This is an optimization exercise on Yosys and OpenROAD, whose aim is small area, not a production implementation. In this exercise RTL edits were held to simulation tests only and were not proved equivalent to the original. The clock port is modelled as an ideal driver, which makes a skipped or thinned clock tree look cheaper than it is; a real chip needs a root buffer or a tree. Power figures rest on the tool's default switching activity, not on a simulated workload.

==> inputs of nickel <==
==> flow/design.v (excerpt) <==
module top(
	clk,
	n_rst,
	bt,
	btstar,
	led
);
input clk;
input n_rst;
input [9:0] bt;
input btstar;
output led;
wire [9:0] bt_w;
wire btstar_w;
wire open_w;
bd_if u_bd_if(
    .clk(clk),
    .n_rst(n_rst),
    .bt_i(bt),
    .btstar_i(btstar),
    .led_i(open_w),
    .bt_o(bt_w),
    .btstar_o(btstar_w),
    .led_o(led)
);
doorlock_hdl u_doorlock(
    .clk(clk),
    .n_rst(n_rst),
    .bt(bt_w),
    .btstar(btstar_w),
    .opened(open_w)
);
endmodule
==> module debounc_2, before the edit <==
module debounc_2 (
	clk,
	n_rst,
	din,
	rise
);
input clk;
input n_rst;
input din;
output rise;
localparam [14:0] LOAD = 15'h1484;
localparam [14:0] LOAD_NEXT = 15'h2908;
reg [14:0] cnt;
reg din_d1;
reg dnext;
reg up;
wire restart = din ^ din_d1;
wire idle = ~|cnt[13:0];    
wire [14:0] cnt_step = {cnt[13:0], ~(cnt[14] ^ cnt[7]) & ~idle};
wire start = idle & restart;
assign rise = up & (cnt == LOAD_NEXT);
always @(posedge clk or negedge n_rst)
	if(!n_rst) begin
		din_d1 <= 1'b0;
		cnt <= 15'h0;
		dnext <= 1'b0;
		up <= 1'b0;
	end
	else begin
		din_d1 <= din;
		cnt <= cnt_step | ({15{start}} & LOAD);
		if (start) begin
			dnext <= din;
			up <= din & ~dnext;
		end
	end
endmodule
==> module led, before the edit <==
module led(
  clk,
  n_rst,
  din,
  dout
  );
input clk;
input n_rst;
input din;
output dout;
localparam [19:0] LOAD = 20'h5665;
reg [19:0] counter;
wire idle = ~|counter[18:0];    
wire [19:0] step = {counter[18:0], ~(counter[19] ^ counter[16]) & ~idle};
always @(posedge clk or negedge n_rst)
  if (!n_rst) counter <= 20'h0;
  else counter <= din ? LOAD : step;
assign dout = ~idle;
endmodule
clock: 10.0 ns
lec_check: 0
cap_margin: 0
core_margin: 2
core_utilization: 70
slew_margin: 0
standard.sh (not shown) runs the stock make flow with config.mk's settings and CLKGATE_MAP_FILE= SYNTH_SCRIPT=/design/flow/synth_recipe.tcl, a recipe that flattens the netlist after the stock synthesis.
==> flow/flow/run.sh <==
#!/bin/bash
# The standard layout (standard.sh) with three changes:
# - after the standard synthesis, its combinational logic is re-mapped by
#   flow/reopt.ys (registers untouched), and the layout continues from that;
# - the port buffers are the smallest buffer (BUFFER_PORTS_ARGS);
# - the clock tree is built by flow/cts_hook.tcl (a root buffer and one leaf
#   buffer per cluster of flip-flops) in place of TritonCTS.
# Each tool's output goes to a log file in this folder.
set -euo pipefail
export BUFFER_PORTS_ARGS="-buffer_cell sky130_fd_sc_hd__buf_1"
export PRE_CTS_TCL=$PWD/flow/cts_hook.tcl
export CTS_CLOCK_PORT=clk
export CTS_LEAF_BUF=sky130_fd_sc_hd__clkbuf_4
export CTS_LEAF_SIZE=11
export CTS_ROOT_BUF=sky130_fd_sc_hd__clkbuf_4
R=$PWD/orfs/results/$FLOW_PLATFORM/top/base
LIB=$FLOW_HOME/platforms/$FLOW_PLATFORM/lib/sky130_fd_sc_hd__tt_025C_1v80.lib
YOSYS=$(command -v yosys || echo $FLOW_HOME/../tools/install/yosys/bin/yosys)
bash standard.sh $R/1_2_yosys.v > synth.log 2>&1
cp $R/1_2_yosys.v standard_1_2_yosys.v
sed -e "s#LIBFILE#$LIB#g; s#IN_NETLIST#$PWD/standard_1_2_yosys.v#; s#OUT_NETLIST#$PWD/reopt_1_2_yosys.v#" flow/reopt.ys > reopt_run.ys
"$YOSYS" -s reopt_run.ys > reopt.log 2>&1
cp reopt_1_2_yosys.v $R/1_2_yosys.v
bash standard.sh > standard.log 2>&1
==> flow/flow/cts_hook.tcl <==
# Sourced by ORFS's cts.tcl (PRE_CTS_TCL) just before it calls
# clock_tree_synthesis. Replaces that command with a plain two-level clock
# tree: the clock port drives one root buffer, which drives one leaf buffer
# per cluster of at most CTS_LEAF_SIZE flip-flops. Clusters come from
# recursive bisection of the flip-flop positions, so every flip-flop sees
# the same two buffers between it and the clock port.

proc cts_split {sinks n} {
  set len [llength $sinks]
  if {$len <= $n} { return [list $sinks] }
  set xs {}; set ys {}
  foreach s $sinks { lappend xs [lindex $s 0]; lappend ys [lindex $s 1] }
  set xs [lsort -integer $xs]; set ys [lsort -integer $ys]
  set dx [expr {[lindex $xs end] - [lindex $xs 0]}]
  set dy [expr {[lindex $ys end] - [lindex $ys 0]}]
  set key [expr {$dx >= $dy ? 0 : 1}]
  set sorted [lsort -integer -index $key $sinks]
  set k [expr {($len + $n - 1) / $n}]
  set left [expr {int(round(double($len) * ($k / 2) / $k))}]
  if {$left < 1} { set left 1 }
  return [concat [cts_split [lrange $sorted 0 [expr {$left - 1}]] $n] \
                 [cts_split [lrange $sorted $left end] $n]]
}

proc cts_center {sinks} {
  set sx 0; set sy 0
  foreach s $sinks { incr sx [lindex $s 0]; incr sy [lindex $s 1] }
  set l [llength $sinks]
  return [list [expr {$sx / $l}] [expr {$sy / $l}]]
}

rename clock_tree_synthesis tritoncts_clock_tree_synthesis
proc clock_tree_synthesis {args} {
  set n $::env(CTS_LEAF_SIZE)
  set db [ord::get_db]
  set block [ord::get_db_block]
  set clk_net [[$block findBTerm $::env(CTS_CLOCK_PORT)] getNet]
  set leaf_master [$db findMaster $::env(CTS_LEAF_BUF)]
  set root_master [$db findMaster $::env(CTS_ROOT_BUF)]
  set sinks {}
  foreach it [$clk_net getITerms] {
    set bb [[$it getInst] getBBox]
    lappend sinks [list [expr {([$bb xMin] + [$bb xMax]) / 2}] \
                        [expr {([$bb yMin] + [$bb yMax]) / 2}] $it]
  }
  set clusters [cts_split $sinks $n]
  puts "own clock tree: [llength $sinks] sinks in [llength $clusters] leaf clusters"

  set root [odb::dbInst_create $block $root_master clkbuf_root]
  lassign [cts_center $sinks] x y
  $root setLocation $x $y
  $root setPlacementStatus PLACED
  set root_net [odb::dbNet_create $block clknet_root]
  $root_net setSigType CLOCK
  [$root findITerm A] connect $clk_net
  [$root findITerm X] connect $root_net

  set i 0
  foreach c $clusters {
    set b [odb::dbInst_create $block $leaf_master clkbuf_leaf_$i]
    lassign [cts_center $c] x y
    $b setLocation $x $y
    $b setPlacementStatus PLACED
    set net [odb::dbNet_create $block clknet_leaf_$i]
    $net setSigType CLOCK
    [$b findITerm A] connect $root_net
    [$b findITerm X] connect $net
    foreach s $c {
      set it [lindex $s 2]
      $it disconnect
      $it connect $net
    }
    puts "  leaf $i: [llength $c] sinks"
    incr i
  }
  set_propagated_clock [all_clocks]
}
==> flow/flow/reopt.ys <==
# Re-map the combinational logic of the standard synthesis netlist with a
# stronger area-oriented ABC script. Flip-flops (and tie cells) are kept as
# black boxes, so every register keeps its name and cell type.
read_liberty -ignore_miss_func LIBFILE
read_verilog IN_NETLIST
hierarchy -top top
setattr -mod -set blackbox 1 sky130_fd_sc_hd__df* sky130_fd_sc_hd__sdf* sky130_fd_sc_hd__edf* sky130_fd_sc_hd__sedf* sky130_fd_sc_hd__dl* sky130_fd_sc_hd__conb_1
flatten -noscopeinfo
opt_clean
abc -liberty LIBFILE -dont_use sky130_fd_sc_hd__probe_p_8 -dont_use sky130_fd_sc_hd__probec_p_8 -dont_use sky130_fd_sc_hd__lpflow_* -script +strash;dc2;dc2;&get,-n;&dch,-f;&nf,-a,-R,1000;&dch,-f;&nf,-a,-R,1000;&put;mfs3,-a
opt_clean -purge
hierarchy -top top
rename -enumerate
hilomap -singleton -hicell sky130_fd_sc_hd__conb_1 HI -locell sky130_fd_sc_hd__conb_1 LO
insbuf -buf sky130_fd_sc_hd__buf_4 A X
opt_clean -purge
tee -o reopt_stat.txt stat -liberty LIBFILE
write_verilog -noattr -noexpr -nohex -nodec OUT_NETLIST
==> zinc: changes against nickel <==
--- a/flow/config.mk
+++ b/flow/config.mk
@@ -7,5 +7,5 @@
 export LEC_CHECK = 0
-export CAP_MARGIN = 0
+export CAP_MARGIN = 20
 export CORE_MARGIN = 2
-export CORE_UTILIZATION = 70
-export SLEW_MARGIN = 0
+export CORE_UTILIZATION = 80
+export SLEW_MARGIN = 20
==> indigo: changes against nickel <==
--- a/flow/design.v
+++ b/flow/design.v
@@ -40,5 +40,4 @@
 input din;
-output rise;
-localparam [14:0] LOAD = 15'h1484;
-localparam [14:0] LOAD_NEXT = 15'h2908;
+output reg rise;
+localparam [14:0] LOAD = 15'h2908;
 reg [14:0] cnt;
@@ -48,6 +47,5 @@
 wire restart = din ^ din_d1;
-wire idle = ~|cnt[13:0];    
+wire idle = ~|cnt;
 wire [14:0] cnt_step = {cnt[13:0], ~(cnt[14] ^ cnt[7]) & ~idle};
 wire start = idle & restart;
-assign rise = up & (cnt == LOAD_NEXT);
 always @(posedge clk or negedge n_rst)
@@ -58,2 +56,3 @@
 		up <= 1'b0;
+		rise <= 1'b0;
 	end
@@ -62,6 +61,5 @@
 		cnt <= cnt_step | ({15{start}} & LOAD);
-		if (start) begin
-			dnext <= din;
-			up <= din & ~dnext;
-		end
+		if (start) dnext <= din;
+		up <= start & din & ~dnext;
+		rise <= up;
 	end
@@ -129,5 +127,5 @@
 output dout;
-localparam [19:0] LOAD = 20'h5665;
+localparam [19:0] LOAD = 20'haccb;
 reg [19:0] counter;
-wire idle = ~|counter[18:0];    
+wire idle = ~|counter;
 wire [19:0] step = {counter[18:0], ~(counter[19] ^ counter[16]) & ~idle};
==> flow/flow/run.sh (replaced) <==
#!/bin/bash
# The standard layout (standard.sh), with two changes made through the ORFS
# variables it reads: the port buffers are the smallest buffer, and clock tree
# synthesis inserts no dummy loads and uses small clusters.
set -euo pipefail
export BUFFER_PORTS_ARGS="-buffer_cell sky130_fd_sc_hd__buf_1"
export CTS_ARGS="-sink_clustering_enable -repair_clock_nets -dont_use_dummy_load -buf_list {sky130_fd_sc_hd__clkbuf_2} -sink_clustering_size 5 -sink_clustering_max_diameter 25"
bash standard.sh > standard.log 2>&1
--- a/flow/config.mk
+++ b/flow/config.mk
@@ -7,5 +7,5 @@
 export LEC_CHECK = 0
-export CAP_MARGIN = 0
+export CAP_MARGIN = 20
 export CORE_MARGIN = 2
 export CORE_UTILIZATION = 70
-export SLEW_MARGIN = 0
+export SLEW_MARGIN = 20
removed: flow/flow/cts_hook.tcl
removed: flow/flow/reopt.ys
==> violet: changes against nickel <==
--- a/flow/flow/run.sh
+++ b/flow/flow/run.sh
@@ -12,4 +12,4 @@
 export CTS_CLOCK_PORT=clk
-export CTS_LEAF_BUF=sky130_fd_sc_hd__clkbuf_4
-export CTS_LEAF_SIZE=11
+export CTS_LEAF_BUF=sky130_fd_sc_hd__clkbuf_8
+export CTS_LEAF_SIZE=22
 export CTS_ROOT_BUF=sky130_fd_sc_hd__clkbuf_4
--- a/flow/config.mk
+++ b/flow/config.mk
@@ -7,5 +7,5 @@
 export LEC_CHECK = 0
-export CAP_MARGIN = 0
+export CAP_MARGIN = 20
 export CORE_MARGIN = 2
 export CORE_UTILIZATION = 70
-export SLEW_MARGIN = 0
+export SLEW_MARGIN = 20
==> comparison table <==
metric                                                                                           zinc                               indigo                               violet                               nickel
Outcome                                                                      timing/DRC/antenna clean             timing/DRC/antenna clean             timing/DRC/antenna clean             timing/DRC/antenna clean
Layout inverter count without the clock tree                                                        3                                    6                                    3                                    3
Num sequential                                                                                    198                                  202                                  198                                  198
Total power                                                                                   1.64 mW                              1.70 mW                              1.59 mW                              1.60 mW
Seq pwr share                                                                                   72.5%                                68.8%                                73.7%                                73.1%
GR Util met2                                                                                    49.6%                                32.6%                                32.0%                                31.0%
Worst min-delay path endpoint                                    u_bd_if.u_debounc7.cnt[14]$_DFF_PN0_  u_bd_if.u_debounc6.cnt[5]$_DFF_PN0_  u_bd_if.u_debounc4.cnt[3]$_DFF_PN0_  u_bd_if.u_debounc8.cnt[9]$_DFF_PN0_
Register-to-register path setup slack                                                         7.59 ns                              8.01 ns                              7.71 ns                              7.71 ns
Net switching power figure                                                                   0.454 mW                             0.460 mW                             0.406 mW                             0.417 mW
Maximum clock rate                                                                            244 MHz                              266 MHz                              255 MHz                              251 MHz
Metal2 WL                                                                                     6210 um                              4640 um                              4330 um                              4260 um
Inserted tap cell count                                                                           102                                  111                                  111                                  111
GRT Max-Usage Layer                                                                              met2                                 met2                                 met1                                 met1
Fraction of area in multi-input gates                                                           21.9%                                21.5%                                21.9%                                21.9%
Post-route fraction of the period consumed by the critical path                                 41.0%                                37.6%                                39.2%                                39.8%
Combined area of the multi-input logic cells                                               1490 sq um                           1520 sq um                           1490 sq um                           1490 sq um
Cell count after placement                                                                        579                                  567                                  588                                  588
Clock group total power                                                                      0.309 mW                             0.386 mW                             0.290 mW                             0.301 mW
In nickel, zinc and violet the design's own scripts or RTL, not TritonCTS, make the clock network.

port drivers added, routing unchanged:
In the flow no input, the clock included, has a driving cell. The finished layouts below were timed again as built, in two steps.
Step 1, drivers: a clkbuf_16 drives clk and a buf_2 each remaining input, both assumed.
Step 2 moves the port delays by t, midway between the first and last clock arrival at a register: inputs arrive t later, outputs are due t later. That takes back most of the time a late clock gives input paths.
Three values: ideal ports, drivers, drivers and shift; two values: the first two.
| run | t, ns | setup WS [ns] | clock arrival spread, ns |
|---|---|---|---|
| nickel | 0.611 | 6.022 / 5.993 / 6.389 | 0.009 / 0.009 |
| zinc | 0.597 | 5.904 / 5.874 / 6.015 | 0.021 / 0.021 |
| indigo | 0.660 | 6.238 / 6.206 / 6.514 | 0.067 / 0.068 |
| violet | 0.528 | 6.081 / 6.051 / 6.396 | 0.011 / 0.010 |
After both steps every run listed still meets setup and hold. Setup slack includes reset recovery checks.
